Background: an optimization exercise with open tools, aiming at small area. Do not read the settings as production practice. At most, simulation tests tie the RTL to the original design; equivalence was not proved. For run 7, only the layout was checked, not whether the RTL still works. No driver is modelled on the clock port, so clocking that relies on it looks cheaper here than on a real chip. Power and IR drop assume default switching activity.

**design.v**
```verilog
module bcd_to_seg7 (
    input wire [3:0] bcd,
    output reg [6:0] seg7   
);
    always @(*) begin
        case (bcd)
            4'd0: seg7 = 7'b1000000;   
            4'd1: seg7 = 7'b1111001;   
            4'd2: seg7 = 7'b0100100;   
            4'd3: seg7 = 7'b0110000;   
            4'd4: seg7 = 7'b0011001;   
            4'd5: seg7 = 7'b0010010;   
            4'd6: seg7 = 7'b0000010;   
            4'd7: seg7 = 7'b1111000;   
            4'd8: seg7 = 7'b0000000;   
            4'd9: seg7 = 7'b0010000;   
            default: seg7 = 7'b1111111;   
        endcase
    end
endmodule
module top_stopwatch (
    input wire clk,
    input wire CLR,
    input wire PAUSE,
    input wire record_btn_raw,
    input wire browse_btn_raw,
    output wire [15:0] DATA,
    output wire [1:0] LED_TEST,
    output wire LED15,
    output wire LED14,
    output wire LED13,
    output wire LED12
);
    wire rst_n = CLR;
    reg [1:0] lo;
    reg [2:0] hi;
    reg [2:0] hi_next;
    wire tick_scan = (lo == 2'b01);
    wire tick_cnt  = tick_scan & (hi == 3'b011);
    always @(*) begin
        case (hi)
            3'b000: hi_next = 3'b001;
            3'b001: hi_next = 3'b011;
            3'b011: hi_next = 3'b111;
            3'b111: hi_next = 3'b110;
            default: hi_next = 3'b000;
        endcase
    end
    always @(posedge clk or negedge rst_n) begin
        if (!rst_n) begin
            lo <= 2'b00;
            hi <= 3'b000;
        end
        else begin
            lo <= {lo[0], ~lo[1]};
            if (lo == 2'b10)
                hi <= hi_next;
        end
    end
    reg rec_dly, brw_dly;
    wire rec_press = ~record_btn_raw & rec_dly;
    wire brw_press = ~browse_btn_raw & brw_dly;
    always @(posedge clk or negedge rst_n) begin
        if (!rst_n) begin
            rec_dly <= 1'b1;
            brw_dly <= 1'b1;
        end
        else begin
            rec_dly <= record_btn_raw;
            brw_dly <= browse_btn_raw;
        end
    end
    localparam [2:0] LIVE = 3'b010;
    function [2:0] jnext;
        input [2:0] c;
        jnext = {c[1:0], ~c[2]};
    endfunction
    reg [2:0] browse;
    reg [2:0] scan;
    reg [2:0] rec_idx;
    wire browsing = (browse != LIVE);
    wire do_record = rec_press & ~browsing;
    always @(posedge clk or negedge rst_n) begin
        if (!rst_n) begin
            browse  <= LIVE;
            rec_idx <= 3'b000;
        end
        else begin
            if (browsing) begin
                if (rec_press)
                    browse <= jnext(browse);
                else if (brw_press)
                    browse <= LIVE;
            end
            else begin
                if (rec_press)
                    rec_idx <= jnext(rec_idx);
                else if (brw_press)
                    browse <= 3'b000;
            end
        end
    end
    reg [6:0] centi;
    reg [5:0] sec;
    reg [5:0] min;
    wire en_c = tick_cnt & PAUSE & ~browsing;
    wire wrap_c = en_c & centi[6] & centi[5] & centi[1] & centi[0];
    wire wrap_s = wrap_c & sec[5] & sec[4] & sec[3] & sec[1] & sec[0];
    wire wrap_m = wrap_s & min[5] & min[4] & min[3] & min[1] & min[0];
    wire [6:0] t_c;
    wire [5:0] t_s, t_m;
    assign t_c[0] = en_c;
    assign t_s[0] = wrap_c;
    assign t_m[0] = wrap_s;
    genvar gi;
    generate
        for (gi = 1; gi < 7; gi = gi + 1) begin : g_c
            assign t_c[gi] = t_c[gi-1] & centi[gi-1];
        end
        for (gi = 1; gi < 6; gi = gi + 1) begin : g_sm
            assign t_s[gi] = t_s[gi-1] & sec[gi-1];
            assign t_m[gi] = t_m[gi-1] & min[gi-1];
        end
    endgenerate
    always @(posedge clk or negedge rst_n) begin
        if (!rst_n) begin
            centi <= 7'd0;
            sec <= 6'd0;
            min <= 6'd0;
        end
        else begin
            centi <= (centi ^ t_c) & ~({7{wrap_c}} & 7'b1100100);
            sec <= (sec ^ t_s) & ~({6{wrap_s}} & 6'b111100);
            min <= (min ^ t_m) & ~({6{wrap_m}} & 6'b111100);
        end
    end
    wire [18:0] live = {min, sec, centi};
    wire clear = (scan == 3'd0);
    reg [18:0] slot0, slot1, slot2, slot3, slot4, slot5;
    always @(posedge clk) begin
        if (clear || (do_record && rec_idx == 3'b000)) slot0 <= live;
        if (clear || (do_record && rec_idx == 3'b001)) slot1 <= live;
        if (clear || (do_record && rec_idx == 3'b011)) slot2 <= live;
        if (clear || (do_record && rec_idx == 3'b111)) slot3 <= live;
        if (clear || (do_record && rec_idx == 3'b110)) slot4 <= live;
        if (clear || (do_record && rec_idx == 3'b100)) slot5 <= live;
    end
    reg [2:0] src;
    always @(posedge clk)
        src <= browse;
    reg [18:0] shown;
    always @(*) begin
        case (src)
            3'b000: shown = slot0;
            3'b001: shown = slot1;
            3'b011: shown = slot2;
            3'b111: shown = slot3;
            3'b110: shown = slot4;
            3'b100: shown = slot5;
            LIVE:   shown = live;
            default: shown = 19'd0;
        endcase
    end
    reg [3:0] digit;    
    wire [2:0] next_d = (scan == 3'd6) ? 3'd0 : scan;
    reg [6:0] field;
    always @(*) begin
        case (next_d[2:1])
            2'd0: field = {1'b0, shown[18:13]};
            2'd1: field = {1'b0, shown[12:7]};
            default: field = shown[6:0];
        endcase
    end
    wire [3:0] tens = field / 7'd10;
    wire [3:0] ones = field % 7'd10;
    always @(posedge clk or negedge rst_n) begin
        if (!rst_n) begin
            scan <= 3'd0;
            digit <= 4'd8;
        end
        else if (tick_scan) begin
            scan <= next_d + 3'd1;
            digit <= next_d[0] ? ones : tens;
        end
    end
    reg [7:0] sel;
    always @(*) begin
        case (scan)
            3'd1: sel = 8'b00000010;
            3'd2: sel = 8'b00000001;
            3'd3: sel = 8'b10000000;
            3'd4: sel = 8'b01000000;
            3'd5: sel = 8'b00100000;
            3'd6: sel = 8'b00010000;
            default: sel = 8'b00000000;
        endcase
    end
    wire [6:0] seg;
    bcd_to_seg7 u_seg (.bcd(digit), .seg7(seg));
    assign DATA = {sel, 1'b0, seg};
    assign LED_TEST = {brw_press, rec_press};
    assign LED15 = ~CLR;
    assign LED14 = ~PAUSE;
    assign LED13 = ~record_btn_raw;
    assign LED12 = ~browse_btn_raw;
endmodule
```
**flow/run.sh**
```bash
#!/bin/bash
# Own layout flow: the standard flow (standard.sh), with three changes to how
# the layout is made:
#   * synthesis maps the combinational logic with an area-oriented ABC script
#     (flow/abc_area.script) instead of ORFS's abc_area.script; registers are
#     mapped by the unchanged standard synthesis before ABC runs;
#   * port buffers use sky130_fd_sc_hd__buf_1 (still one buffer per port);
#   * clock tree synthesis uses clkbuf_4 leaf buffers under a clkbuf_8 root and
#     inserts no dummy loads; after it, flow/post_cts.tcl upsizes to clkbuf_8
#     each leaf buffer whose estimated clock-pin slew is over 100 ps.
# Each step's full output goes to a log file of its own in this folder.
set -euo pipefail
W=$(pwd)
rm -rf "$W/scripts_mod"
cp -r "$FLOW_HOME/scripts" "$W/scripts_mod"
cp "$W/flow/abc_area.script" "$W/scripts_mod/abc_area.script"
export SCRIPTS_DIR="$W/scripts_mod"
export BUFFER_PORTS_ARGS="-buffer_cell sky130_fd_sc_hd__buf_1"
export CTS_ARGS="-sink_clustering_enable -repair_clock_nets -dont_use_dummy_load -buf_list sky130_fd_sc_hd__clkbuf_4 -root_buf sky130_fd_sc_hd__clkbuf_8"
export POST_CTS_TCL="$W/flow/post_cts.tcl"
bash standard.sh synth > "$W/log_synth.txt" 2>&1
bash standard.sh floorplan > "$W/log_floorplan.txt" 2>&1
bash standard.sh place > "$W/log_place.txt" 2>&1
bash standard.sh cts > "$W/log_cts.txt" 2>&1
bash standard.sh route > "$W/log_route.txt" 2>&1
bash standard.sh finish > "$W/log_finish.txt" 2>&1
test -f "$W/out/final.def"
```
**flow/abc_area.script**
```
&get -n
&st
&dch -f
&nf -R 1000
&put
topo
```
**flow/post_cts.tcl**
```tcl
# POST_CTS hook: upsize a clock-tree leaf buffer to clkbuf_8 when the estimated
# slew at any of its register clock pins is over 100 ps, then legalize.
estimate_parasitics -placement
set my_big [[ord::get_db] findMaster sky130_fd_sc_hd__clkbuf_8]
set my_n 0
foreach inst [[ord::get_db_block] getInsts] {
  if {[[$inst getMaster] getName] != "sky130_fd_sc_hd__clkbuf_4"} { continue }
  set onet [[$inst findITerm X] getNet]
  if {$onet == "NULL" || [$onet getSigType] != "CLOCK"} { continue }
  set worst 0.0
  foreach it [$onet getITerms] {
    if {[$it getInst] == $inst} { continue }
    set pin [get_pins [[$it getInst] getName]/[[$it getMTerm] getName]]
    set s [get_property $pin slew_max]
    if {$s > $worst} { set worst $s }
  }
  if {$worst > 0.100} {
    puts "post_cts: [$inst getName] sink slew [format %.3f $worst], upsized to clkbuf_8"
    $inst swapMaster $my_big
    incr my_n
  }
}
puts "post_cts: upsized $my_n clock buffers"
if {$my_n > 0} {
  detailed_placement
  check_placement -verbose
  estimate_parasitics -placement
}
```
**standard.sh**
```bash
#!/bin/bash
# synth_recipe.tcl (not shown) runs the flow's synth.tcl, then flattens the netlist and writes it again
# the make line also repeats each setting of config.mk as NAME=value (left out here)
make -C /OpenROAD-flow-scripts/flow DESIGN_CONFIG=/design/flow/config.mk WORK_HOME=/design/flow/orfs CLKGATE_MAP_FILE= SYNTH_SCRIPT=/design/flow/synth_recipe.tcl "${@:-finish}"
```
**config.mk**
```make
export PLATFORM = sky130hd
export DESIGN_NAME = top_stopwatch
export DESIGN_NICKNAME = top_stopwatch
export VERILOG_FILES = /design/flow/design.v
export SDC_FILE = /design/flow/constraint.sdc
export NUM_CORES = 4
export LEC_CHECK = 0
export ABC_AREA = 1
export CAP_MARGIN = 0
export CORE_MARGIN = 2
export CORE_UTILIZATION = 40
export SLEW_MARGIN = 0
```
**constraint.sdc**
```tcl
create_clock -name core_clock -period 10.0 [get_ports {clk}]
set_input_delay 2.0000 -clock core_clock [delete_from_list [all_inputs] [get_ports {clk}]]
set_output_delay 2.0000 -clock core_clock [all_outputs]
set_load 0.01 [all_outputs]
```
==> results.cfg, run 1 <==
[run_status]
status = no timing/DRC/antenna violations

[die]
core_mm2 = 0.0153
pin_count = 27
dieArea_mm2 = 0.0169
rows = 45
floorplan.initialDensity_pct = 41.4
fp.dieH_um = 130
dieWidth_um = 130

[cells_and_area]
finalNonFillerCells = 697
fill_cells = 1349
syn2layout_area_growth_pct = 10.9
drive_above_1_share_pct = 9.67
num-nets-final = 516
diodes = 0

[route]
vias = 3848
first_pass_iters = 5
initialDrtViolationCount = 372
vias_per_cell = 5.52
drc_errors = 0
wl_um = 13600
wl_per_cell_um = 19.6
ant_nets = 0

[place]
dp_cells = 680
numPortBuffers = 23
dp_hpwl_um = 8470
place.gp.congestion = 0.781

[clock_tree]
cts_tree = yes
path_clk_slew_ns = 0.09
clk_latency_ns = 0.43
cts_sinks = 156

[sta]
hold_viol_final = 0
final_max_slew_viol_count = 0
layout_min_cycle_time_ns = 4.81
rsz0062_at_grt = no
relSlewSlack_pct = 53.8
max_freq_mhz = 208
tns_ns = 0
fin_skew_ns = 0.0316
finalCritPeriodShare_pct = 48.1
finalSetupViolations = 0
tightest_slew_ns = 0.694

[setup_path]
critical_path.max_fanout = 40
required_ns = 8.00
start_kind = input pin
cp_slowest_stage_delay_ns = 0.44
r2r_cells = 20
timing.critical_path.from = CLR
end_kind = output pin
endpoint = LED15
rr_startpoint = scan[0]$_DFFE_PN0N_
crit_arrival_ns = 2.81
r2r_slack_ns = 5.19
crit_type = input pin to output pin
r2r-end = digit[2]$_DFFE_PN0N_
slowest_stage = buf_4
worstPathCellList = clkbuf_2, buf_4, clkinv_1, buf_1

[grt]
grt_pass1_vias = 3752
track_usage_pct = 17.2
overflow = 0
antenna_found_initial = 0
grt_max_degree = 41
grt_pass1_wl_um = 21200

[synthesis]
synth_edf_count = 114
ys_top_cells_by_area = edfxtp_1, dfrtp_1, ha_1
synth_cell_types = 41
synth.avg_cell_area_um2 = 14.6
synth-main-ff-cell = edfxtp_1
yosys_register_bits = 156
synth_seq_area_share_pct = 70.5
yosysWarnings = 2
synthCells = 435
async_flop_share_pct = 25.0
synth_top_area_cell = edfxtp_1
syn_area_mm2 = 0.00633
synthDominantCellAreaShare_pct = 54.0

[flow_run]
drv_cap = 0

[power_and_ir_drop]
power_density_mw_per_mm2 = 218
peakVddDrop_mv = 0.114
p_leak_uw = 0.00262

[worst_hold_path]
hold_path_class = flop to flop
Yosys cell counts, drive strengths merged (5+ instances only):
library cell  instances
a21oi                12
a222oi               19
a22oi                30
a31oi                13
and3                  6
buf                   6
clkinv               12
dfrtp                35
edfxtp              114
ha                   23
nand2                38
nand3                 6
nor2                 23
nor2b                 9
nor3                  5
nor3b                 6
o21ai                21
o31ai                 5
xnor2                10
kinds of logic after synthesis:
| family | synth area share, % |
|---|---|
| DFF | 70.5 |
| AOI/OAI and AO/OA | 13.1 |
| and+or+nand+nor | 8.12 |
| adders and majority gates | 4.54 |
| buffers and inverters | 1.36 |
| xor gates and xnor gates | 1.52 |
| muxes | 0.830 |
| other | 0.0592 |
registers in the layout (all words and copies together), names as in the netlist:
signal	flops
browse	3
slot1	19
min	6
brw_dly	1
slot3	19
rec_idx	3
rec_dly	1
sec	6
src	3
centi	7
scan	3
digit	4
lo	2
slot5	19
slot2	19
slot4	19
slot0	19
hi	3
power by group:
part	switching (µW)	leakage, µW	internal [µW]
logic	267	0.000894	167
registers	54.8	0.00162	737
clock network	182	0.000104	121
critical path, delay by kind of cell:
kind | cells | cell delay, ns
buf+inv | 4 | 0.78
worst min path at each step:
stage	end	startpoint	cells after the start	slack, ns
5_1_grt	lo[1]$_DFF_PN0_	lo[0]$_DFF_PN0_	0	0.44
3_5_place_dp	lo[1]$_DFF_PN0_	lo[0]$_DFF_PN0_	0	0.39
2_1_floorplan	lo[1]$_DFF_PN0_	lo[0]$_DFF_PN0_	0	0.37
3_3_place_gp	lo[1]$_DFF_PN0_	lo[0]$_DFF_PN0_	0	0.38
6_report	lo[1]$_DFF_PN0_	lo[0]$_DFF_PN0_	0	0.41
layout by cell type (no fill, tap or decap), types with 12 or more instances in the layout:
master    Yosys  layout
buf_4         5      15
a31oi_1      13      13
nor2_1       23      23
a222oi_1     19      19
buf_1         1      22
ha_1         23      23
a22oi_1      30      30
dfrtp_1      35      35
a21oi_1      12      12
edfxtp_1    114     114
o21ai_0      21      18
nand2_1      38      38
clkinv_1     12      12
metrics by stage:
step | total power [µW] | setup WS, ns | hold slack (ns) | area [µm²] | utilization [%]
floorplan | 1090 | 5.12 | 0.366 | 6340 | -
global placement | 1220 | 5.15 | 0.382 | 6840 | 44.6
detailed placement | 1240 | 5.14 | 0.389 | 6840 | 44.6
global route | 1630 | 4.69 | 0.437 | 7030 | 45.9
finish | 1530 | 5.19 | 0.407 | 7030 | 45.9
routing by layer:
| layer | wire [µm] | vias up | GRT usage [%] | share of wire, % |
|---|---|---|---|---|
| met5 | 0 | - | 0 | 0 |
| met4 | 106 | 0 | 4.36 | 0.78 |
| met3 | 782 | 11 | 3.98 | 5.7 |
| met2 | 6560 | 116 | 27.9 | 48 |
| met1 | 6200 | 1902 | 23.5 | 45 |
| li1 | - | 1819 | - | - |
layout make-up:
| cell class | count | area [µm²] | share of cell area, % |
|---|---|---|---|
| clock buffers | 17 | 190 | 2.71 |
| inverters | 12 | 45.0 | 0.641 |
| flip-flops and latches | 156 | 4460 | 63.5 |
| repair buffers | 38 | 200 | 2.85 |
| multi-input cells | 263 | 1860 | 26.5 |
| well taps | 211 | 264 | 3.76 |
==> run 2: changes to the inputs <==
--- a/flow/run.sh
+++ b/flow/run.sh
@@ -19,4 +19,5 @@
 export CTS_ARGS="-sink_clustering_enable -repair_clock_nets -dont_use_dummy_load -buf_list sky130_fd_sc_hd__clkbuf_4 -root_buf sky130_fd_sc_hd__clkbuf_8"
 export POST_CTS_TCL="$W/flow/post_cts.tcl"
+export RECOVER_POWER=100
 bash standard.sh synth > "$W/log_synth.txt" 2>&1
 bash standard.sh floorplan > "$W/log_floorplan.txt" 2>&1
==> results.cfg, run 2 <==
[run_status]
status = failed layout checks
so_faults = max-capacitance violations, max-slew violations

[grt]
overflow = 0
track_usage_pct = 17.2
antenna_found_initial = 0
grt_pass1_wl_um = 21200
grt_pass1_vias = 3752
grt_max_degree = 41

[synthesis]
synthCells = 435
synth-main-ff-cell = edfxtp_1
synthDominantCellAreaShare_pct = 54.0
synth_seq_area_share_pct = 70.5
ys_top_cells_by_area = edfxtp_1, dfrtp_1, ha_1
async_flop_share_pct = 25.0
synth_top_area_cell = edfxtp_1
yosysMostFrequentCell = edfxtp_1
syn_area_mm2 = 0.00633
synth_edf_count = 114
synth.avg_cell_area_um2 = 14.6
synth_cell_types = 41
synth_common_cells = edfxtp_1, nand2_1, dfrtp_1
yosysWarnings = 2
yosys_register_bits = 156

[sta]
final_max_slew_viol_count = 51
fin_skew_ns = 0.0311
whs_ns = 0.407
max_freq_mhz = 163
hold_viol_final = 0
layout_min_cycle_time_ns = 6.14
tightest_slew_ns = 2.28
tns_ns = 0
finalSetupViolations = 0
finalCritPeriodShare_pct = 61.4
rsz0062_at_grt = no
relSlewSlack_pct = -51.8

[clock_tree]
cts_sinks = 156
path_clk_slew_ns = 0.09
cts_tree = yes
clk_latency_ns = 0.43

[die]
pin_count = 27
dieArea_mm2 = 0.0169
dieWidth_um = 130
rows = 45
floorplan.initialDensity_pct = 41.4
core_mm2 = 0.0153
fp.dieH_um = 130

[setup_path]
timing.critical_path.from = CLR
r2r-end = digit[2]$_DFFE_PN0N_
start_kind = input pin
crit_type = input pin to output pin
endpoint = LED15
crit_arrival_ns = 4.14
end_kind = output pin
critical_path.max_fanout = 40
r2r_slack_ns = 5.18
r2r_cells = 21
rr_startpoint = src[0]$_DFF_P_
required_ns = 8.00

[cells_and_area]
diodes = 0
syn2layout_area_growth_pct = 9.96
final_util_pct = 45.5
final_cell_mix = edfxtp_1, nand2_1, dfrtp_1
final_common_cell = edfxtp_1
seq_area_mm2 = 0.00446
multi_input_area_mm2 = 0.00183
fill_cells = 1365
post-route-cell-area_mm2 = 0.00696
num-nets-final = 516
drive_above_1_share_pct = 6.79

[route]
initialDrtViolationCount = 392
ant_nets = 0
vias = 3867
wl_per_cell_um = 19.7
wl_um = 13700
vias_per_cell = 5.55
first_pass_iters = 5
drc_errors = 0

[flow_run]
drv_cap = 2

[place]
numPortBuffers = 23
place.gp.congestion = 0.781
dp_hpwl_um = 8470
placed_cell_area_mm2 = 0.00684

[power_and_ir_drop]
power_density_mw_per_mm2 = 219
peakVddDrop_mv = 0.114
p_leak_uw = 0.00257

[worst_hold_path]
hold_path_class = flop to flop
run 2: cell families (layout without fill, tap and decap cells):
group | Yosys count | in the layout | share of synthesized area, %
multiplexers | 5 | 5 | 0.830
other | 1 | 3 | 0.0592
XOR/XNOR | 11 | 11 | 1.52
AO/OA/AOI/OAI | 115 | 115 | 13.1
AND/OR/NAND/NOR | 106 | 106 | 8.12
adder cells (fa/ha/maj) | 23 | 23 | 4.54
buffers and inverters | 18 | 67 | 1.36
flip-flops | 156 | 156 | 70.5
run 2: final cells by class:
cell class	instances	area share, %
flip-flops and latches	156	64.1
repair buffers	38	2.44
clock buffers	17	2.73
well taps	211	3.79
multi-input cells	263	26.3
inverters	12	0.647
run 2: metal layers:
| metal | routed length (µm) | vias up | global-route usage (%) |
|---|---|---|---|
| li1 | - | 1822 | - |
| met4 | 106 | 0 | 4.36 |
| met3 | 608 | 11 | 3.98 |
| met1 | 6420 | 1931 | 23.5 |
| met2 | 6580 | 103 | 27.9 |
| met5 | 0 | - | 0 |
run 2: worst max-delay path, cell delays in order:
cell and delay, ns:
clkbuf_2 0.07, clkbuf_1 1.61, clkinv_1 0.22, buf_1 0.20
run 2: where the power goes:
part / internal (µW) / leakage, µW / switching, µW / total, µW
clock: 121 / 0.000104 / 183 / 305
combinational: 165 / 0.000845 / 266 / 431
sequential: 737 / 0.00162 / 52.3 / 789
run 2: through the flow:
step                      setup slack, ns  total power (µW)  std cells
after floorplan                      5.12              1090        437
after global placement               5.15              1220        680
after detailed placement             5.14              1240        680
after global routing                 3.36              1620        697
final                                3.86              1520        697
run 2: how the worst min path moves through the flow:
| stage | slack (ns) | to | from | depth (start not counted) |
|---|---|---|---|---|
| floorplan | 0.37 | lo[1]$_DFF_PN0_ | lo[0]$_DFF_PN0_ | 0 |
| global placement | 0.38 | lo[1]$_DFF_PN0_ | lo[0]$_DFF_PN0_ | 0 |
| detailed placement | 0.39 | lo[1]$_DFF_PN0_ | lo[0]$_DFF_PN0_ | 0 |
| global route | 0.44 | lo[1]$_DFF_PN0_ | lo[0]$_DFF_PN0_ | 0 |
| finish | 0.41 | lo[1]$_DFF_PN0_ | lo[0]$_DFF_PN0_ | 0 |
==> run 3: changes to the inputs <==
--- a/flow/run.sh
+++ b/flow/run.sh
@@ -19,5 +19,4 @@
 export CTS_ARGS="-sink_clustering_enable -repair_clock_nets -dont_use_dummy_load -buf_list sky130_fd_sc_hd__clkbuf_4 -root_buf sky130_fd_sc_hd__clkbuf_8"
 export POST_CTS_TCL="$W/flow/post_cts.tcl"
-export RECOVER_POWER=100
 bash standard.sh synth > "$W/log_synth.txt" 2>&1
 bash standard.sh floorplan > "$W/log_floorplan.txt" 2>&1
--- a/config.mk
+++ b/config.mk
@@ -9,4 +9,5 @@
 export CAP_MARGIN = 0
 export CORE_MARGIN = 2
-export CORE_UTILIZATION = 40
+export CORE_UTILIZATION = 65
+export PLACE_DENSITY = 0.75
 export SLEW_MARGIN = 0
==> results.cfg, run 3 <==
[run_status]
status = no timing/DRC/antenna violations

[clock_tree]
path_clk_slew_ns = 0.10
cts_sinks = 156
cts_tree = yes
clk_latency_ns = 0.42

[synthesis]
yosysWarnings = 2
synth_edf_count = 114
synth_top_area_cell = edfxtp_1
synth.avg_cell_area_um2 = 14.6
synth-main-ff-cell = edfxtp_1
yosysMostFrequentCell = edfxtp_1
ys_top_cells_by_area = edfxtp_1, dfrtp_1, ha_1
async_flop_share_pct = 25.0
synth_seq_area_share_pct = 70.5
yosys_register_bits = 156
synth_common_cells = edfxtp_1, nand2_1, dfrtp_1
synthDominantCellAreaShare_pct = 54.0
synthCells = 435
syn_area_mm2 = 0.00633
synth_cell_types = 41

[route]
wirelength_met1_um = 5250
vias = 3875
first_pass_iters = 5
top_layer_used = met4
wl_per_cell_um = 20.1
wl_met3_um = 925
dr_wl_met2_um = 5940
wl_um = 12400
vias_per_cell = 6.30
drc_errors = 0
ant_nets = 0
initialDrtViolationCount = 373

[setup_path]
crit_arrival_ns = 3.07
end_kind = output pin
crit_type = input pin to output pin
critical_path.max_fanout = 40
r2r_cells = 21
r2r-end = digit[2]$_DFFE_PN0N_
r2r_slack_ns = 5.17
rr_startpoint = scan[0]$_DFFE_PN0N_
required_ns = 8.00
start_kind = input pin

[place]
placed_cell_area_mm2 = 0.00670
dp_cells = 598
pre_cts_slack_ns = 4.85
dp_hpwl_um = 7640
place.gp.congestion = 0.839
numPortBuffers = 23

[power_and_ir_drop]
pwr-share-comb_pct = 28.6
p_seq_share_pct = 52.6
p_leak_uw = 0.00259
swShare_pct = 32.7
p_int_uw = 1010
switching_power_uw = 490
p_clk_share_pct = 18.9
peakVddDrop_mv = 0.157
power_density_mw_per_mm2 = 218

[cells_and_area]
final_common_cell = edfxtp_1
seq_area_mm2 = 0.00446
multi_input_area_mm2 = 0.00186
post-route-cell-area_mm2 = 0.00687
final_cell_mix = edfxtp_1, nand2_1, dfrtp_1
drive_above_1_share_pct = 8.92
finalNonFillerCells = 615
num-nets-final = 512
diodes = 0
syn2layout_area_growth_pct = 8.53
fill_cells = 647

[die]
dieWidth_um = 103
fp.dieH_um = 103
core_mm2 = 0.00959
dieArea_mm2 = 0.0105
rows = 36
floorplan.initialDensity_pct = 66.0
pin_count = 27

[worst_hold_path]
hold_path_class = flop to flop
min_path_cells = 0
worstHoldStart = lo[0]$_DFF_PN0_
min_to = lo[1]$_DFF_PN0_

[sta]
rsz0062_at_grt = no
tightest_slew_ns = 1.19
layout_min_cycle_time_ns = 5.07
hold_viol_final = 0
whs_ns = 0.389
setup_ws_ns = 4.93
relSlewSlack_pct = 20.4
finalCritPeriodShare_pct = 50.7
finalSetupViolations = 0
tns_ns = 0
final_max_slew_viol_count = 0
fin_skew_ns = 0.0311
max_freq_mhz = 197

[flow_run]
drv_cap = 0

[grt]
overflow = 0
grt_pass1_wl_um = 19200
track_usage_pct = 25.5
antenna_found_initial = 0
grt_max_degree = 41
grt_pass1_vias = 3694
-- run 3: how the worst max path moves through the flow --
stage	from	endpoint	slack, ns	cells after the start
finish	CLR	LED15	4.93	3
global route	CLR	LED15	4.67	3
detailed placement	CLR	LED15	4.85	3
global placement	CLR	LED15	4.88	3
floorplan	record_btn_raw	slot0[0]$_DFFE_PP_	5.12	5
-- run 3: power by group through the flow --
stage | sequential, µW | clock [µW] | combinational, µW
5_1_grt | 797 | 309 | 480
3_5_place_dp | 802 | 0 | 425
6_report | 789 | 284 | 429
3_3_place_gp | 799 | 0 | 407
2_1_floorplan | 785 | 0 | 303
-- run 3: critical path, stage by stage --
cell      delay, ns
clkbuf_2       0.74
clkinv_1       0.15
buf_1          0.17
-- run 3: area by class of cell --
class,instances,share of cell area [%]
inverters,12,0.655
repair buffers,34,2.48
well taps,133,2.42
flip-flops and latches,156,64.9
clock buffers,17,2.49
multi-input cells,263,27.0
-- run 3: metal layers --
metal | vias to the layer above | track usage (%)
met1 | 1902 | 36.6
met2 | 143 | 37.3
met4 | 0 | 11.4
li1 | 1807 | -
met3 | 23 | 6.58
met5 | - | 0
-- run 3: kinds of logic after synthesis --
kind of cell             share of synthesized area (%)
flip-flops                                        70.5
multiplexers                                     0.830
other                                           0.0592
AND/OR/NAND/NOR                                   8.12
XOR/XNOR                                          1.52
AO/OA/AOI/OAI                                     13.1
buffers and inverters                             1.36
adder cells (fa/ha/maj)                           4.54
-- run 3: stage by stage --
stage	power [µW]	util, %
floorplan	1090	-
global placement	1210	69.9
detailed placement	1230	69.9
global route	1590	71.6
finish	1500	71.6
==> run 4: changes to the inputs <==
--- a/config.mk
+++ b/config.mk
@@ -9,5 +9,5 @@
 export CAP_MARGIN = 0
 export CORE_MARGIN = 2
-export CORE_UTILIZATION = 65
-export PLACE_DENSITY = 0.75
+export CORE_UTILIZATION = 80
+export PLACE_DENSITY = 0.88
 export SLEW_MARGIN = 0
==> results.cfg, run 4 <==
[sta]
whs_ns = 0.408
hold_viol_final = 0
relSlewSlack_pct = 22.7
final_max_slew_viol_count = 0
tns_ns = 0
finalCritPeriodShare_pct = 48.8
rsz0062_at_grt = no
fin_skew_ns = 0.0294
tightest_slew_ns = 1.16
layout_min_cycle_time_ns = 4.88
finalSetupViolations = 0
max_freq_mhz = 205

[synthesis]
synthCells = 435
synth_top_area_cell = edfxtp_1
synth-main-ff-cell = edfxtp_1
yosysMostFrequentCell = edfxtp_1
ys_top_cells_by_area = edfxtp_1, dfrtp_1, ha_1
syn_area_mm2 = 0.00633
yosysWarnings = 2
async_flop_share_pct = 25.0
synth.avg_cell_area_um2 = 14.6
synth_edf_count = 114
synth_common_cells = edfxtp_1, nand2_1, dfrtp_1
yosys_register_bits = 156
synth_seq_area_share_pct = 70.5
synthDominantCellAreaShare_pct = 54.0
synth_cell_types = 41

[setup_path]
crit_arrival_ns = 5.21
worstPathCellList = nor3b_2, buf_4, a222oi_1, nand3_1, a211oi_1, a21oi_1, nor2_1, nor2_1, xnor2_1, a21oi_1, nor2_1, xnor2_1, nand2_1, a21oi_1, xnor2_1, ha_1, nand2_1, a21oi_1, mux2i_1, a21oi_1, o21ai_0
required_ns = 10.33
end_kind = flop
crit_buf_inv = 1
start_kind = flop
crit_type = flop to flop
slowest_stage = dfxtp_1
cpLargestDelayFamily = compound AO/OA/AOI/OAI gates
critical_path.max_fanout = 19
crit_top_cell = a21oi_1
cp_slowest_stage_delay_ns = 0.49

[place]
placed_cell_area_mm2 = 0.00667
dp_hpwl_um = 8460
place.gp.congestion = 0.816
numPortBuffers = 23

[clock_tree]
cts_tree = yes
clk_latency_ns = 0.43
cts_sinks = 156
path_clk_slew_ns = 0.09

[die]
pin_count = 27
core_mm2 = 0.00769
floorplan.initialDensity_pct = 82.4
fp.dieH_um = 93.0
dieWidth_um = 93.0
dieArea_mm2 = 0.00864
rows = 32

[grt]
antenna_found_initial = 0
grt_pass1_wl_um = 21700
track_usage_pct = 34.9
overflow = 0
grt_pass1_vias = 4166
grt_max_degree = 41

[cells_and_area]
post-route-cell-area_mm2 = 0.00684
fill_cells = 312
num-nets-final = 513
diodes = 0
final_common_cell = edfxtp_1
final_cell_mix = edfxtp_1, nand2_1, dfrtp_1
syn2layout_area_growth_pct = 8.04
drive_above_1_share_pct = 9.11

[power_and_ir_drop]
power_density_mw_per_mm2 = 223
p_leak_uw = 0.00259
peakVddDrop_mv = 0.167

[route]
vias_per_cell = 7.20
initialDrtViolationCount = 647
first_pass_iters = 8
ant_nets = 0
drc_errors = 0
wl_per_cell_um = 24.2
wl_um = 14100
vias = 4211

[flow_run]
drv_cap = 0

[worst_hold_path]
hold_path_class = flop to flop

[run_status]
status = no timing/DRC/antenna violations
run 4: cell counts after synthesis:
No cell type changed its count.
run 4: power breakdown:
part           total (µW)  internal [µW]  switching [µW]
Sequential            795            737            58.2
Combinational         441            166             275
Clock                 289            109             180
Total                1520           1010             514
run 4: area by class of cell:
cell class	count	area (µm²)	area share, %
Inverter	12	45.0	0.658
Sequential cell	156	4460	65.2
Tap cell	102	128	1.87
Timing Repair Buffer	35	178	2.60
Multi-Input combinational cell	263	1860	27.1
Clock buffer	17	171	2.51
run 4: cells by family after synthesis:
kind of cell,after synthesis,share of synthesized area (%)
other cells,1,0.0592
xor+xnor,11,1.52
compound gates,115,13.1
simple gates,106,8.12
mux,5,0.830
buf+inv,18,1.36
fa+ha+maj,23,4.54
flops,156,70.5
run 4: layer usage:
| layer | vias to the layer above | part of all wire, % | global-route usage (%) |
|---|---|---|---|
| li1 | 1811 | - | - |
| met1 | 2014 | 34 | 46.2 |
| met2 | 307 | 49 | 55.3 |
| met3 | 79 | 12 | 7.82 |
| met4 | 0 | 4.9 | 18.5 |
| met5 | - | 0 | 0 |
run 4: worst paths after layout:
kind | start | to | slack (ns) | cells past startpoint
setup / recovery | src[2]$_DFF_P_ | digit[2]$_DFFE_PN0N_ | 5.12 | 21
hold / removal | lo[0]$_DFF_PN0_ | lo[1]$_DFF_PN0_ | 0.41 | 0
setup reg to reg | src[2]$_DFF_P_ | digit[2]$_DFFE_PN0N_ | 5.12 | 21
hold reg to reg | lo[0]$_DFF_PN0_ | lo[1]$_DFF_PN0_ | 0.41 | 0
max in group asynchronous | CLR | digit[3]$_DFFE_PN1N_ | 7.96 | 2
min in group asynchronous | CLR | centi[3]$_DFF_PN0_ | 1.63 | 2
run 4: through the flow:
step           std cells  setup WS (ns)  power [µW]  util (%)
3_3_place_gp         568           5.18        1200      86.8
2_1_floorplan        437           5.12        1090         -
3_5_place_dp         568           5.17        1230      86.8
6_report             585           5.12        1520      89.0
5_1_grt              585           4.75        1590      89.0
==> run 5: changes to the inputs <==
--- a/flow/run.sh
+++ b/flow/run.sh
@@ -1,4 +1,4 @@
 #!/bin/bash
-# Own layout flow: the standard flow (standard.sh), with three changes to how
+# Own layout flow: the standard flow (standard.sh), with these changes to how
 # the layout is made:
 #   * synthesis maps the combinational logic with an area-oriented ABC script
--- a/config.mk
+++ b/config.mk
@@ -9,5 +9,6 @@
 export CAP_MARGIN = 0
 export CORE_MARGIN = 2
-export CORE_UTILIZATION = 80
-export PLACE_DENSITY = 0.88
+export CORE_UTILIZATION = 65
+export GPL_TIMING_DRIVEN = 0
+export PLACE_DENSITY = 0.75
 export SLEW_MARGIN = 0
==> results.cfg, run 5 <==
[setup_path]
start_kind = flop
crit_top_cell = a21oi_1
cp_slowest_stage_delay_ns = 0.84
r2r_cells = 19
required_ns = 10.35
r2r_slack_ns = 4.86
r2r-end = digit[2]$_DFFE_PN0N_
crit_arrival_ns = 5.49
crit_buf_inv = 0
crit_type = flop to flop
slowest_stage = and3b_1
cp.depth = 19
worstPathCellList = and3b_1, a22oi_1, a31oi_1, o31a_1, nor2_1, nor2_1, xnor2_1, a21oi_1, nor2_1, xnor2_1, nand2_1, a21oi_1, xnor2_1, ha_1, nand2_1, a21oi_1, mux2i_1, a21oi_1, o21ai_0
cpLargestDelayFamily = compound AO/OA/AOI/OAI gates
critical_path.max_fanout = 19
end_kind = flop
rr_startpoint = src[2]$_DFF_P_

[grt]
track_usage_pct = 27.3
overflow = 0
grt_max_degree = 33
grt_pass1_vias = 3783
grt_pass1_wl_um = 20300
antenna_found_initial = 0

[sta]
rsz0062_at_grt = no
finalSetupViolations = 0
finalCritPeriodShare_pct = 51.4
final_max_slew_viol_count = 0
tns_ns = 0
tightest_slew_ns = 0.951
layout_min_cycle_time_ns = 5.14
fin_skew_ns = 0.0265
hold_viol_final = 0
relSlewSlack_pct = 36.6
max_freq_mhz = 195

[die]
dieWidth_um = 103
floorplan.initialDensity_pct = 66.0
dieArea_mm2 = 0.0105
core_mm2 = 0.00959
rows = 36
pin_count = 27
fp.dieH_um = 103

[power_and_ir_drop]
peakVddDrop_mv = 0.176
p_leak_uw = 0.00266
power_density_mw_per_mm2 = 218
power_uw = 1540

[cells_and_area]
diodes = 0
finalNonFillerCells = 624
final_cell_mix = edfxtp_1, nand2_1, dfrtp_1
drive_above_1_share_pct = 10.6
syn2layout_area_growth_pct = 11.1
final_util_pct = 73.3
final_common_cell = edfxtp_1
post-route-cell-area_mm2 = 0.00704
num-nets-final = 521

[route]
wl_per_cell_um = 21.3
first_pass_iters = 8
wl_um = 13300
drc_errors = 0
ant_nets = 0
vias_per_cell = 6.42
initialDrtViolationCount = 447
vias = 4004

[place]
numPortBuffers = 23
dp_hpwl_um = 8870
dp_cells = 607
place.gp.congestion = 0.755
placed_cell_area_mm2 = 0.00685

[synthesis]
synth.avg_cell_area_um2 = 14.6
synth_cell_types = 41
async_flop_share_pct = 25.0
ys_top_cells_by_area = edfxtp_1, dfrtp_1, ha_1
synth-simple-area-share_pct = 8.12
yosys_register_bits = 156
synth_common_cells = edfxtp_1, nand2_1, dfrtp_1
synthCells = 435
synthAdderAreaFrac_pct = 4.54
synth_seq_area_share_pct = 70.5
synthDominantCellAreaShare_pct = 54.0
synth_mux_area_share_pct = 0.830
syn_area_mm2 = 0.00633
synth-main-ff-cell = edfxtp_1
synth-compound-area-share_pct = 13.1
yosysWarnings = 2
synthXorXnorAreaFrac_pct = 1.52
synth_top_family_by_area = compound AO/OA/AOI/OAI gates
synth_edf_count = 114
synth_top_area_cell = edfxtp_1
yosysMostFrequentCell = edfxtp_1

[run_status]
status = no timing/DRC/antenna violations

[clock_tree]
cts_sinks = 156
clk_latency_ns = 0.43
cts_tree = yes
path_clk_slew_ns = 0.09

[worst_hold_path]
min_path_cells = 0
min_to = lo[1]$_DFF_PN0_
worstHoldStart = lo[0]$_DFF_PN0_
hold_path_class = flop to flop

[flow_run]
drv_cap = 0
[run 5: stage by stage]
stage / setup slack, ns / hold slack (ns)
after global placement: 3.35 / 0.378
after floorplan: 5.12 / 0.366
after global routing: 4.39 / 0.444
after detailed placement: 4.94 / 0.401
final: 4.86 / 0.424
[run 5: power by group]
part	switching (µW)	internal, µW	total [µW]
Clock	179	121	300
Combinational	269	175	444
Sequential	56.4	737	793
[run 5: logic make-up (layout without fill, tap and decap cells)]
| family | count (synthesis) | in the layout |
|---|---|---|
| flops | 156 | 156 |
| compound gates | 115 | 115 |
| simple gates | 106 | 106 |
| fa+ha+maj | 23 | 23 |
| buf+inv | 18 | 72 |
| xor+xnor | 11 | 11 |
| mux | 5 | 5 |
| other cells | 1 | 3 |
[run 5: worst max path at each step]
stage                                      end            from  slack (ns)
after global routing      digit[2]$_DFFE_PN0N_  src[2]$_DFF_P_        4.39
final                     digit[2]$_DFFE_PN0N_  src[2]$_DFF_P_        4.86
after floorplan             slot0[0]$_DFFE_PP_  record_btn_raw        5.12
after global placement     slot0[16]$_DFFE_PP_  record_btn_raw        3.35
after detailed placement  digit[2]$_DFFE_PN0N_  src[1]$_DFF_P_        4.94
[run 5: area by class of cell]
type	instances	area (µm²)
Inverter	12	45.0
Sequential cell	156	4460
Clock buffer	17	190
Timing Repair Buffer	37	269
Multi-Input combinational cell	263	1860
Buffer	6	41.3
Tap cell	133	166
Fill cell	631	2560
[run 5: layer usage]
layer / global-route usage, % / vias to the layer above / share of wire, %
met2: 42.9 / 167 / 51
met5: 0 / - / 0
met4: 10.4 / 0 / 1.4
met3: 7.05 / 16 / 7.2
met1: 37.4 / 1997 / 41
li1: - / 1824 / -
==> run 6: changes to the inputs <==
--- a/config.mk
+++ b/config.mk
@@ -10,5 +10,4 @@
 export CORE_MARGIN = 2
 export CORE_UTILIZATION = 65
-export GPL_TIMING_DRIVEN = 0
 export PLACE_DENSITY = 0.75
 export SLEW_MARGIN = 0
==> results.cfg, run 6 <==
[run_status]
status = no timing/DRC/antenna violations

[sta]
fin_skew_ns = 0.0311
max_freq_mhz = 197
final_max_slew_viol_count = 0
rsz0062_at_grt = no
hold_viol_final = 0
relSlewSlack_pct = 20.4
layout_min_cycle_time_ns = 5.07
tns_ns = 0
finalCritPeriodShare_pct = 50.7
finalSetupViolations = 0
tightest_slew_ns = 1.19
whs_ns = 0.389

[synthesis]
yosysMostFrequentCell = edfxtp_1
syn_area_mm2 = 0.00633
synth_common_cells = edfxtp_1, nand2_1, dfrtp_1
synthCells = 435
async_flop_share_pct = 25.0
synth-main-ff-cell = edfxtp_1
synth.avg_cell_area_um2 = 14.6
synthDominantCellAreaShare_pct = 54.0
yosysWarnings = 2
synth_seq_area_share_pct = 70.5
ys_top_cells_by_area = edfxtp_1, dfrtp_1, ha_1
synth_top_area_cell = edfxtp_1
yosys_register_bits = 156
synth_cell_types = 41
synth_edf_count = 114

[route]
vias = 3875
initialDrtViolationCount = 373
wl_per_cell_um = 20.1
vias_per_cell = 6.30
wl_um = 12400
first_pass_iters = 5
drc_errors = 0
ant_nets = 0

[setup_path]
required_ns = 8.00
crit_type = input pin to output pin
cpLargestDelayFamily = buffers and inverters
r2r-end = digit[2]$_DFFE_PN0N_
critical_path.max_fanout = 40
worstPathCellList = clkbuf_2, clkinv_1, buf_1
end_kind = output pin
crit_buf_inv = 3
crit_arrival_ns = 3.07
slowest_stage = clkbuf_2
cp_slowest_stage_delay_ns = 0.74
rr_startpoint = scan[0]$_DFFE_PN0N_
timing.critical_path.from = CLR
start_kind = input pin
r2r_slack_ns = 5.17
r2r_cells = 21

[power_and_ir_drop]
power_uw = 1500
p_leak_uw = 0.00259
power_density_mw_per_mm2 = 218
peakVddDrop_mv = 0.157

[place]
place.gp.congestion = 0.839
dp_hpwl_um = 7640
numPortBuffers = 23

[grt]
grt_max_degree = 41
overflow = 0
grt_pass1_vias = 3694
track_usage_pct = 25.5
antenna_found_initial = 0
grt_pass1_wl_um = 19200

[clock_tree]
cts_tree = yes
cts_sinks = 156
clk_latency_ns = 0.42
path_clk_slew_ns = 0.10

[die]
dieArea_mm2 = 0.0105
core_mm2 = 0.00959
pin_count = 27
rows = 36
fp.dieH_um = 103
floorplan.initialDensity_pct = 66.0
dieWidth_um = 103

[cells_and_area]
diodes = 0
final_util_pct = 71.6
num-nets-final = 512
syn2layout_area_growth_pct = 8.53
final_cell_mix = edfxtp_1, nand2_1, dfrtp_1
final_common_cell = edfxtp_1
drive_above_1_share_pct = 8.92

[flow_run]
drv_cap = 0

[worst_hold_path]
min_path_cells = 0
hold_path_class = flop to flop
worstHoldStart = lo[0]$_DFF_PN0_
min_to = lo[1]$_DFF_PN0_
-- run 6: cell counts after synthesis --
No cell type changed its count.
-- run 6: cells by family (layout without fill, tap and decap cells) --
logic type                 after synthesis  after routing  share of synthesized area [%]
DFF                                    156            156                           70.5
AOI/OAI and AO/OA                      115            115                           13.1
and+or+nand+nor                        106            106                           8.12
adders and majority gates               23             23                           4.54
buffers and inverters                   18             63                           1.36
xor gates and xnor gates                11             11                           1.52
muxes                                    5              5                          0.830
other                                    1              3                         0.0592
-- run 6: layer usage --
layer	vias up	global-route usage (%)	share of wire, %
li1	1807	-	-
met1	1902	36.6	43
met2	143	37.3	48
met3	23	6.58	7.5
met4	0	11.4	1.9
met5	-	0	0
-- run 6: area by class of cell --
cell class | count | area (µm²)
Clock buffer | 17 | 171
Fill cell | 647 | 2720
Inverter | 12 | 45.0
Multi-Input combinational cell | 263 | 1860
Sequential cell | 156 | 4460
Tap cell | 133 | 166
Timing Repair Buffer | 34 | 170
-- run 6: worst max-delay path by stage --
stage | end | slack (ns) | cells past startpoint
finish | LED15 | 4.93 | 3
global route | LED15 | 4.67 | 3
detailed placement | LED15 | 4.85 | 3
global placement | LED15 | 4.88 | 3
floorplan | slot0[0]$_DFFE_PP_ | 5.12 | 5
-- run 6: metrics by stage --
step                cell area, µm²  instances  setup slack [ns]
floorplan                     6340        437              5.12
global placement              6700        598              4.88
detailed placement            6700        598              4.85
global route                  6870        615              4.67
finish                        6870        615              4.93
-- run 6: power by group --
part | switching [µW] | internal, µW | total, µW
clock | 175 | 109 | 284
sequential | 52.9 | 737 | 789
combinational | 263 | 166 | 429
total | 490 | 1010 | 1500
==> run 7: changes to the inputs <==
--- a/design.v
+++ b/design.v
@@ -136,5 +136,5 @@
     end
     wire [18:0] live = {min, sec, centi};
-    wire clear = (scan == 3'd0);
+    wire clear = (scan == 3'd2);
     reg [18:0] slot0, slot1, slot2, slot3, slot4, slot5;
     always @(posedge clk) begin
@@ -163,8 +163,23 @@
     end
     reg [3:0] digit;    
-    wire [2:0] next_d = (scan == 3'd6) ? 3'd0 : scan;
+    reg [2:0] scan_n;
+    reg [1:0] fsel;
+    reg dsel;
+    reg [7:0] sel;
+    always @(*) begin
+        case (scan)
+            3'd2: begin scan_n = 3'd0; fsel = 2'd0; dsel = 1'b0; sel = 8'b00000000; end
+            3'd0: begin scan_n = 3'd1; fsel = 2'd0; dsel = 1'b1; sel = 8'b00000010; end
+            3'd1: begin scan_n = 3'd3; fsel = 2'd1; dsel = 1'b0; sel = 8'b00000001; end
+            3'd3: begin scan_n = 3'd7; fsel = 2'd1; dsel = 1'b1; sel = 8'b10000000; end
+            3'd7: begin scan_n = 3'd6; fsel = 2'd2; dsel = 1'b0; sel = 8'b01000000; end
+            3'd6: begin scan_n = 3'd4; fsel = 2'd2; dsel = 1'b1; sel = 8'b00100000; end
+            3'd4: begin scan_n = 3'd0; fsel = 2'd0; dsel = 1'b0; sel = 8'b00010000; end
+            default: begin scan_n = 3'd0; fsel = 2'd0; dsel = 1'b0; sel = 8'b00000000; end
+        endcase
+    end
     reg [6:0] field;
     always @(*) begin
-        case (next_d[2:1])
+        case (fsel)
             2'd0: field = {1'b0, shown[18:13]};
             2'd1: field = {1'b0, shown[12:7]};
@@ -176,23 +191,11 @@
     always @(posedge clk or negedge rst_n) begin
         if (!rst_n) begin
-            scan <= 3'd0;
+            scan <= 3'd2;
             digit <= 4'd8;
         end
         else if (tick_scan) begin
-            scan <= next_d + 3'd1;
-            digit <= next_d[0] ? ones : tens;
-        end
-    end
-    reg [7:0] sel;
-    always @(*) begin
-        case (scan)
-            3'd1: sel = 8'b00000010;
-            3'd2: sel = 8'b00000001;
-            3'd3: sel = 8'b10000000;
-            3'd4: sel = 8'b01000000;
-            3'd5: sel = 8'b00100000;
-            3'd6: sel = 8'b00010000;
-            default: sel = 8'b00000000;
-        endcase
+            scan <= scan_n;
+            digit <= dsel ? ones : tens;
+        end
     end
     wire [6:0] seg;
==> results.cfg, run 7 <==
[run_status]
status = no timing/DRC/antenna violations

[cells_and_area]
diodes = 0
multi_input_area_mm2 = 0.00183
fill_cells = 616
num-nets-final = 510
final_cell_mix = edfxtp_1, a22oi_1, dfrtp_1
finalNonFillerCells = 610
seq_area_mm2 = 0.00447
drive_above_1_share_pct = 9.36
syn2layout_area_growth_pct = 8.76
final_common_cell = edfxtp_1

[synthesis]
yosysWarnings = 2
synth_seq_area_share_pct = 70.8
synth_edf_count = 114
synth.avg_cell_area_um2 = 14.6
synth_top_family_by_area = compound AO/OA/AOI/OAI gates
synth_top_area_cell = edfxtp_1
synth-simple-area-share_pct = 7.28
syn_area_mm2 = 0.00631
synthCells = 432
synth_common_cells = edfxtp_1, a22oi_1, dfrtp_1
synth_mux_area_share_pct = 1.15
yosysMostFrequentCell = edfxtp_1
synthDominantCellAreaShare_pct = 54.2
ys_top_cells_by_area = edfxtp_1, dfrtp_1, ha_1
synth_cell_types = 36
async_flop_share_pct = 25.0
synth-compound-area-share_pct = 13.5
yosys_register_bits = 156
synthAdderAreaFrac_pct = 4.36
synth-main-ff-cell = edfxtp_1
synthXorXnorAreaFrac_pct = 1.39

[setup_path]
crit_type = flop to flop
r2r_cells = 20
r2r_slack_ns = 5.01
start_kind = flop
end_kind = flop
rr_startpoint = src[0]$_DFF_P_
critical_path.max_fanout = 19
required_ns = 10.38
crit_arrival_ns = 5.37
r2r-end = digit[2]$_DFFE_PN0N_

[place]
dp_hpwl_um = 7640
numPortBuffers = 23
place.gp.congestion = 0.773
pre_cts_slack_ns = 5.05
dp_cells = 593

[route]
initialDrtViolationCount = 408
first_pass_iters = 6
vias_per_cell = 6.38
wl_um = 12500
drc_errors = 0
ant_nets = 0
vias = 3894
wl_per_cell_um = 20.5

[die]
core_mm2 = 0.00933
pin_count = 27
dieWidth_um = 103
rows = 35
floorplan.initialDensity_pct = 67.7
dieArea_mm2 = 0.0105
fp.dieH_um = 103

[sta]
tns_ns = 0
tightest_slew_ns = 1.17
fin_skew_ns = 0.0341
max_freq_mhz = 200
hold_viol_final = 0
relSlewSlack_pct = 22.0
finalCritPeriodShare_pct = 49.9
final_max_slew_viol_count = 0
rsz0062_at_grt = no
finalSetupViolations = 0
setup_ws_ns = 5.01
whs_ns = 0.423
layout_min_cycle_time_ns = 4.99

[worst_hold_path]
worstHoldStart = lo[0]$_DFF_PN0_
hold_path_class = flop to flop
min_path_cells = 0
min_to = lo[1]$_DFF_PN0_

[power_and_ir_drop]
p_clk_share_pct = 19.4
pwr-share-comb_pct = 28.6
p_int_uw = 1010
p_leak_uw = 0.00262
switching_power_uw = 480
peakVddDrop_mv = 0.135
p_seq_share_pct = 51.9
swShare_pct = 32.3
power_density_mw_per_mm2 = 216

[grt]
antenna_found_initial = 0
grt_pass1_vias = 3735
track_usage_pct = 26.4
overflow = 0
grt_pass1_wl_um = 19900
grt_max_degree = 41

[clock_tree]
cts_tree = yes
cts_sinks = 156
clk_latency_ns = 0.43
path_clk_slew_ns = 0.10

[flow_run]
drv_cap = 0
run 7: cell count changes after synthesis, moves of 3 or more:
| cell | before | now |
|---|---|---|
| nand3_1 | 6 | 12 |
| a31oi_1 | 13 | 9 |
| o21ai_0 | 21 | 26 |
| a211oi_1 | 2 | 5 |
| a22oi_1 | 30 | 36 |
| clkinv_1 | 12 | 15 |
| a22o_1 | 4 | 1 |
| a221oi_1 | 4 | 1 |
| nand2_1 | 38 | 29 |
run 7: critical path, cell delays in order, from the launching register on:
cell	delay [ns]
dfxtp_1	0.50
and3_1	0.87
a22oi_1	0.22
a31oi_1	0.21
a21oi_1	0.06
nand2_1	0.09
o21ai_0	0.18
a21oi_1	0.32
xnor2_1	0.23
nor2b_1	0.12
o22a_1	0.26
xnor2_1	0.25
nand2_1	0.11
a21oi_1	0.30
xnor2_1	0.22
ha_1	0.26
a21oi_1	0.09
nor2_1	0.26
mux2i_1	0.21
o21ai_0	0.09
nand2_1	0.10
run 7: how the worst max path moves through the flow:
stage | startpoint | endpoint | slack (ns) | cells past startpoint
global placement | CLR | LED15 | 5.20 | 4
finish | src[0]$_DFF_P_ | digit[2]$_DFFE_PN0N_ | 5.01 | 20
floorplan | record_btn_raw | slot0[0]$_DFFE_PP_ | 5.10 | 5
detailed placement | src[0]$_DFF_P_ | digit[2]$_DFFE_PN0N_ | 5.05 | 20
global route | src[0]$_DFF_P_ | digit[2]$_DFFE_PN0N_ | 4.69 | 20
run 7: power groups by stage:
stage | logic [µW] | clock network (µW) | registers (µW)
2_1_floorplan | 303 | 0 | 770
3_3_place_gp | 407 | 0 | 782
3_5_place_dp | 423 | 0 | 786
5_1_grt | 477 | 319 | 778
6_report | 425 | 289 | 772
run 7: layout make-up:
type                       instances  area share (%)
clock buffer                      17            2.50
multi-input combinational        258            26.7
inverter                          15           0.820
tap                              129            2.35
timing repair buffer              35            2.59
sequential                       156            65.1
run 7: logic make-up after synthesis:
logic type / count (synthesis)
AO/OA/AOI/OAI: 121
XOR/XNOR: 10
adder cells (fa/ha/maj): 22
buffers and inverters: 20
flip-flops: 156
multiplexers: 7
other: 1
AND/OR/NAND/NOR: 95
run 7: routing by layer:
metal | wire [µm] | vias up | GRT usage (%)
met5 | 0 | - | 0
met4 | 199 | 0 | 7.69
met3 | 1080 | 19 | 7.32
met2 | 5970 | 172 | 40.6
met1 | 5270 | 1899 | 37.8
li1 | - | 1804 | -
run 7: metrics by stage:
| stage | util [%] | total power, µW | instance area [µm²] |
|---|---|---|---|
| 2_1_floorplan | - | 1070 | 6320 |
| 3_3_place_gp | 71.8 | 1190 | 6690 |
| 3_5_place_dp | 71.8 | 1210 | 6690 |
| 5_1_grt | 73.6 | 1570 | 6860 |
| 6_report | 73.6 | 1490 | 6860 |
==> run 8: changes to the inputs <==
--- a/design.v
+++ b/design.v
@@ -136,5 +136,5 @@
     end
     wire [18:0] live = {min, sec, centi};
-    wire clear = (scan == 3'd2);
+    wire clear = (scan == 3'd0);
     reg [18:0] slot0, slot1, slot2, slot3, slot4, slot5;
     always @(posedge clk) begin
@@ -169,12 +169,12 @@
     always @(*) begin
         case (scan)
-            3'd2: begin scan_n = 3'd0; fsel = 2'd0; dsel = 1'b0; sel = 8'b00000000; end
-            3'd0: begin scan_n = 3'd1; fsel = 2'd0; dsel = 1'b1; sel = 8'b00000010; end
-            3'd1: begin scan_n = 3'd3; fsel = 2'd1; dsel = 1'b0; sel = 8'b00000001; end
-            3'd3: begin scan_n = 3'd7; fsel = 2'd1; dsel = 1'b1; sel = 8'b10000000; end
-            3'd7: begin scan_n = 3'd6; fsel = 2'd2; dsel = 1'b0; sel = 8'b01000000; end
-            3'd6: begin scan_n = 3'd4; fsel = 2'd2; dsel = 1'b1; sel = 8'b00100000; end
-            3'd4: begin scan_n = 3'd0; fsel = 2'd0; dsel = 1'b0; sel = 8'b00010000; end
-            default: begin scan_n = 3'd0; fsel = 2'd0; dsel = 1'b0; sel = 8'b00000000; end
+            3'd0: begin scan_n = 3'd4; fsel = 2'd0; dsel = 1'b0; sel = 8'b00000000; end
+            3'd4: begin scan_n = 3'd6; fsel = 2'd0; dsel = 1'b1; sel = 8'b00000010; end
+            3'd6: begin scan_n = 3'd7; fsel = 2'd1; dsel = 1'b0; sel = 8'b00000001; end
+            3'd7: begin scan_n = 3'd3; fsel = 2'd1; dsel = 1'b1; sel = 8'b10000000; end
+            3'd3: begin scan_n = 3'd1; fsel = 2'd2; dsel = 1'b0; sel = 8'b01000000; end
+            3'd1: begin scan_n = 3'd5; fsel = 2'd2; dsel = 1'b1; sel = 8'b00100000; end
+            3'd5: begin scan_n = 3'd4; fsel = 2'd0; dsel = 1'b0; sel = 8'b00010000; end
+            default: begin scan_n = 3'd4; fsel = 2'd0; dsel = 1'b0; sel = 8'b00000000; end
         endcase
     end
@@ -191,5 +191,5 @@
     always @(posedge clk or negedge rst_n) begin
         if (!rst_n) begin
-            scan <= 3'd2;
+            scan <= 3'd0;
             digit <= 4'd8;
         end
==> results.cfg, run 8 <==
[clock_tree]
cts_sinks = 156
path_clk_slew_ns = 0.08
cts_tree = yes
clk_latency_ns = 0.43

[die]
core_mm2 = 0.00933
floorplan.initialDensity_pct = 67.5
dieWidth_um = 102
dieArea_mm2 = 0.0105
pin_count = 27
fp.dieH_um = 102
rows = 35

[place]
place.gp.congestion = 0.786
dp_cells = 592
placed_cell_area_mm2 = 0.00666
numPortBuffers = 23
dp_hpwl_um = 8100

[route]
wl_um = 13300
first_pass_iters = 6
vias = 3953
ant_nets = 0
vias_per_cell = 6.49
wl_per_cell_um = 21.8
drc_errors = 0
initialDrtViolationCount = 476

[sta]
max_freq_mhz = 199
tightest_slew_ns = 1.17
rsz0062_at_grt = no
relSlewSlack_pct = 22.0
layout_min_cycle_time_ns = 5.03
final_max_slew_viol_count = 0
whs_ns = 0.424
fin_skew_ns = 0.0290
finalCritPeriodShare_pct = 50.3
tns_ns = 0
finalSetupViolations = 0
hold_viol_final = 0

[power_and_ir_drop]
p_leak_uw = 0.00245
peakVddDrop_mv = 0.145
power_density_mw_per_mm2 = 221

[cells_and_area]
multi_input_area_mm2 = 0.00183
diodes = 0
drive_above_1_share_pct = 8.96
post-route-cell-area_mm2 = 0.00685
fill_cells = 611
num-nets-final = 509
final_common_cell = edfxtp_1
final_cell_mix = edfxtp_1, nand2_1, dfrtp_1
syn2layout_area_growth_pct = 8.77
finalNonFillerCells = 609
seq_area_mm2 = 0.00446
final_util_pct = 73.4

[synthesis]
synth_common_cells = edfxtp_1, nand2_1, dfrtp_1
synth-main-ff-cell = edfxtp_1
ys_top_cells_by_area = edfxtp_1, dfrtp_1, ha_1
synth-simple-area-share_pct = 7.95
synthAdderAreaFrac_pct = 4.37
synth_top_family_by_area = compound AO/OA/AOI/OAI gates
yosys_register_bits = 156
yosysMostFrequentCell = edfxtp_1
synth_edf_count = 114
synth-compound-area-share_pct = 13.4
synth_top_area_cell = edfxtp_1
synth_mux_area_share_pct = 0.815
synth.avg_cell_area_um2 = 14.6
synthCells = 432
yosysWarnings = 2
synthDominantCellAreaShare_pct = 54.4
syn_area_mm2 = 0.00629
async_flop_share_pct = 25.0
synthXorXnorAreaFrac_pct = 1.25
synth_cell_types = 36
synth_seq_area_share_pct = 70.9

[grt]
grt_pass1_vias = 3856
antenna_found_initial = 0
track_usage_pct = 27.5
grt_max_degree = 41
grt_pass1_wl_um = 20700
overflow = 0

[setup_path]
crit_type = flop to flop
crit_arrival_ns = 5.31
start_kind = flop
critical_path.max_fanout = 9
end_kind = flop
required_ns = 10.28

[run_status]
status = no timing/DRC/antenna violations

[worst_hold_path]
hold_path_class = flop to flop

[flow_run]
drv_cap = 0
==> run 8: cell count changes in the layout (fill, tap and decap cells not counted), sizes merged, moves of 6 or more <==
cell,delta
a31oi,+10
nand3,-9
nand2,+7
a21oi,-6
==> run 8: worst paths after layout <==
| check | slack, ns | cells after the start | endpoint | startpoint |
|---|---|---|---|---|
| worst max-delay path | 4.97 | 23 | digit[1]$_DFFE_PN0N_ | scan[0]$_DFFE_PN0N_ |
| worst min-delay path | 0.42 | 0 | src[1]$_DFF_P_ | browse[1]$_DFFE_PN1P_ |
| worst max register to register | 4.97 | 23 | digit[1]$_DFFE_PN0N_ | scan[0]$_DFFE_PN0N_ |
| worst min register to register | 0.42 | 0 | src[1]$_DFF_P_ | browse[1]$_DFFE_PN1P_ |
| max in group asynchronous | 7.97 | 2 | digit[3]$_DFFE_PN1N_ | CLR |
| min in group asynchronous | 1.62 | 2 | sec[4]$_DFF_PN0_ | CLR |
==> run 8: power breakdown <==
group / switching (µW) / internal, µW / leakage [µW]
Combinational: 267 / 164 / 0.000847
Sequential: 49.7 / 733 / 0.00150
Clock: 182 / 117 / 0.000102
Total: 499 / 1010 / 0.00245
==> run 8: cells by family after synthesis <==
| logic type | count (synthesis) |
|---|---|
| mux | 5 |
| compound gates | 119 |
| flops | 156 |
| fa+ha+maj | 22 |
| buf+inv | 16 |
| simple gates | 104 |
| other cells | 1 |
| xor+xnor | 9 |
==> run 8: per-layer routing <==
layer / vias to the layer above / part of all wire (%) / track usage [%] / wire [µm]
li1: 1806 / - / - / -
met1: 1939 / 41 / 38.5 / 5380
met2: 193 / 49 / 43.4 / 6550
met3: 15 / 8.9 / 5.81 / 1180
met4: 0 / 1.2 / 9.95 / 156
met5: - / 0 / 0 / 0
==> run 8: metrics by stage <==
stage                     worst slack, ns  total power [µW]
after floorplan                      5.10              1080
final                                4.97              1510
after global placement               5.17              1200
after global routing                 4.48              1600
after detailed placement             5.03              1220
==> run 8: area by class of cell <==
class / count / area share [%]
inverters: 11 / 0.603
multi-input cells: 262 / 26.7
flip-flops and latches: 156 / 65.2
well taps: 129 / 2.36
repair buffers: 34 / 2.49
clock buffers: 17 / 2.69
==> run 8: worst max-delay path: stages, from the launching register on <==
cell     delay [ns]
dfrtp_1        0.46
nor2b_1        0.18
nor2b_1        0.16
nor2_1         0.30
nand2_1        0.25
a31oi_1        0.22
nor3_1         0.07
a31oi_1        0.30
nor2_1         0.07
nor2_1         0.19
xnor2_1        0.23
a21oi_1        0.12
nor2_1         0.31
xnor2_1        0.18
and2_0         0.24
o21ai_0        0.34
xor2_1         0.27
ha_1           0.24
a21oi_1        0.07
nor2_1         0.25
xnor2_1        0.17
nor2_1         0.05
a21oi_1        0.13
o21ai_0        0.08
==> run 9: changes to the inputs <==
--- a/flow/run.sh
+++ b/flow/run.sh
@@ -8,5 +8,5 @@
 #   * clock tree synthesis uses clkbuf_4 leaf buffers under a clkbuf_8 root and
 #     inserts no dummy loads; after it, flow/post_cts.tcl upsizes to clkbuf_8
-#     each leaf buffer whose estimated clock-pin slew is over 100 ps.
+#     each leaf buffer whose estimated clock-pin slew is over 110 ps.
 # Each step's full output goes to a log file of its own in this folder.
 set -euo pipefail
@@ -19,4 +19,5 @@
 export CTS_ARGS="-sink_clustering_enable -repair_clock_nets -dont_use_dummy_load -buf_list sky130_fd_sc_hd__clkbuf_4 -root_buf sky130_fd_sc_hd__clkbuf_8"
 export POST_CTS_TCL="$W/flow/post_cts.tcl"
+export REMOVE_ABC_BUFFERS=1
 bash standard.sh synth > "$W/log_synth.txt" 2>&1
 bash standard.sh floorplan > "$W/log_floorplan.txt" 2>&1
--- a/flow/post_cts.tcl
+++ b/flow/post_cts.tcl
@@ -15,5 +15,5 @@
     if {$s > $worst} { set worst $s }
   }
-  if {$worst > 0.100} {
+  if {$worst > 0.110} {
     puts "post_cts: [$inst getName] sink slew [format %.3f $worst], upsized to clkbuf_8"
     $inst swapMaster $my_big
--- a/config.mk
+++ b/config.mk
@@ -10,4 +10,5 @@
 export CORE_MARGIN = 2
 export CORE_UTILIZATION = 65
+export GPL_TIMING_DRIVEN = 0
 export PLACE_DENSITY = 0.75
 export SLEW_MARGIN = 0
==> results.cfg, run 9 <==
[synthesis]
yosysWarnings = 2
synth_cell_types = 36
yosysMostFrequentCell = edfxtp_1
synth.avg_cell_area_um2 = 14.6
synth_common_cells = edfxtp_1, nand2_1, dfrtp_1
syn_area_mm2 = 0.00629
async_flop_share_pct = 25.0
synth-main-ff-cell = edfxtp_1

[die]
floorplan.initialDensity_pct = 67.5
fp.dieH_um = 102
rows = 35
core_mm2 = 0.00933

[setup_path]
required_ns = 10.29
r2r-end = digit[1]$_DFFE_PN0N_
critical_path.max_fanout = 10
crit_type = flop to flop
r2r_slack_ns = 4.50
cp_slowest_stage_delay_ns = 0.79
worstPathCellList = nor3b_2, buf_6, a222oi_1, a31oi_1, nor3_1, a31oi_1, nor2_1, nor2_1, xnor2_1, a21oi_1, nor2_1, xnor2_1, and2_0, o21ai_0, xor2_1, ha_1, a21oi_1, nor2_1, xnor2_1, nor2_1, a21oi_1, o21ai_0
slowest_stage = nor3b_2
start_kind = flop
timing.critical_path.from = src[0]$_DFF_P_
rr_startpoint = src[0]$_DFF_P_
end_kind = flop
crit_top_cell = nor2_1

[worst_hold_path]
min_to = src[1]$_DFF_P_
min_path_cells = 0
worstHoldStart = browse[1]$_DFFE_PN1P_
hold_path_class = flop to flop

[cells_and_area]
final_common_cell = edfxtp_1
syn2layout_area_growth_pct = 10.3
num-nets-final = 513

[route]
wl_per_cell_um = 20.5
vias = 3909
first_pass_iters = 5
drc_errors = 0
vias_per_cell = 6.38
wl_um = 12600
initialDrtViolationCount = 411
ant_nets = 0

[place]
place.gp.congestion = 0.764
placed_cell_area_mm2 = 0.00679

[power_and_ir_drop]
p_int_uw = 1000
switching_power_uw = 492
swShare_pct = 32.9
pwr-share-comb_pct = 29.9
p_leak_uw = 0.00248
p_clk_share_pct = 17.8
power_uw = 1500
p_seq_share_pct = 52.3
power_density_mw_per_mm2 = 216

[sta]
hold_viol_final = 0
layout_min_cycle_time_ns = 5.50
final_max_slew_viol_count = 0
rsz0062_at_grt = no
max_freq_mhz = 182
finalSetupViolations = 0
tightest_slew_ns = 0.964
fin_skew_ns = 0.0310
relSlewSlack_pct = 35.7

[grt]
antenna_found_initial = 0
track_usage_pct = 26.5
grt_pass1_vias = 3776
overflow = 0
grt_max_degree = 30

[clock_tree]
clk_latency_ns = 0.41
path_clk_slew_ns = 0.11
cts_sinks = 156
cts_tree = yes

[flow_run]
drv_cap = 0

[run_status]
status = no timing/DRC/antenna violations
==> run 9: worst max-delay path: cells and delay by family (launching register included) <==
kind / cells / cell delay [ns]
flops: 1 / 0.48
compound gates: 8 / 1.50
fa+ha+maj: 1 / 0.25
simple gates: 8 / 2.03
xor+xnor: 4 / 0.88
buf+inv: 1 / 0.26
==> run 9: power groups by stage <==
stage / combinational, µW / clock [µW] / sequential (µW)
floorplan: 303 / 0 / 779
global placement: 394 / 0 / 787
detailed placement: 445 / 0 / 797
global route: 498 / 298 / 790
finish: 448 / 266 / 783
==> run 9: cells by family after synthesis <==
kind of cell	Yosys count	share of synthesized area [%]
buffers and inverters	16	1.25
adder cells (fa/ha/maj)	22	4.37
multiplexers	5	0.815
flip-flops	156	70.9
other	1	0.0596
AND/OR/NAND/NOR	104	7.95
XOR/XNOR	9	1.25
AO/OA/AOI/OAI	119	13.4
==> run 9: stage by stage <==
| step | setup WS (ns) | util, % | hold WS, ns |
|---|---|---|---|
| floorplan | 5.07 | - | 0.379 |
| global placement | 3.08 | 69.8 | 0.393 |
| detailed placement | 4.53 | 72.8 | 0.409 |
| global route | 3.99 | 74.4 | 0.443 |
| finish | 4.50 | 74.4 | 0.432 |
==> run 9: worst max path at each step <==
stage	to	slack [ns]	cells past startpoint
3_3_place_gp	slot0[16]$_DFFE_PP_	3.08	6
5_1_grt	digit[1]$_DFFE_PN0N_	3.99	22
6_report	digit[1]$_DFFE_PN0N_	4.50	22
2_1_floorplan	slot0[0]$_DFFE_PP_	5.07	5
3_5_place_dp	digit[1]$_DFFE_PN0N_	4.53	22
==> run 9: layer usage <==
layer	vias up	GRT usage, %	routed length (µm)
met1	1943	35.5	5290
met3	13	6.77	652
met2	141	43.7	6530
met5	-	0	0
met4	0	7.59	107
li1	1812	-	-
==> run 9: area by class of cell <==
type / count / area (µm²)
Timing Repair Buffer: 38 / 293
Clock buffer: 17 / 153
Tap cell: 129 / 161
Inverter: 11 / 41.3
Multi-Input combinational cell: 262 / 1830
Fill cell: 620 / 2380
Sequential cell: 156 / 4460

Setup slack of run 9, layout unchanged: 4.501 ns with ideal ports, 4.501 ns with driving cells assumed (clock clkbuf_16, inputs buf_2), 4.501 ns with port delays also shifted by the 0.421 ns mid clock arrival.
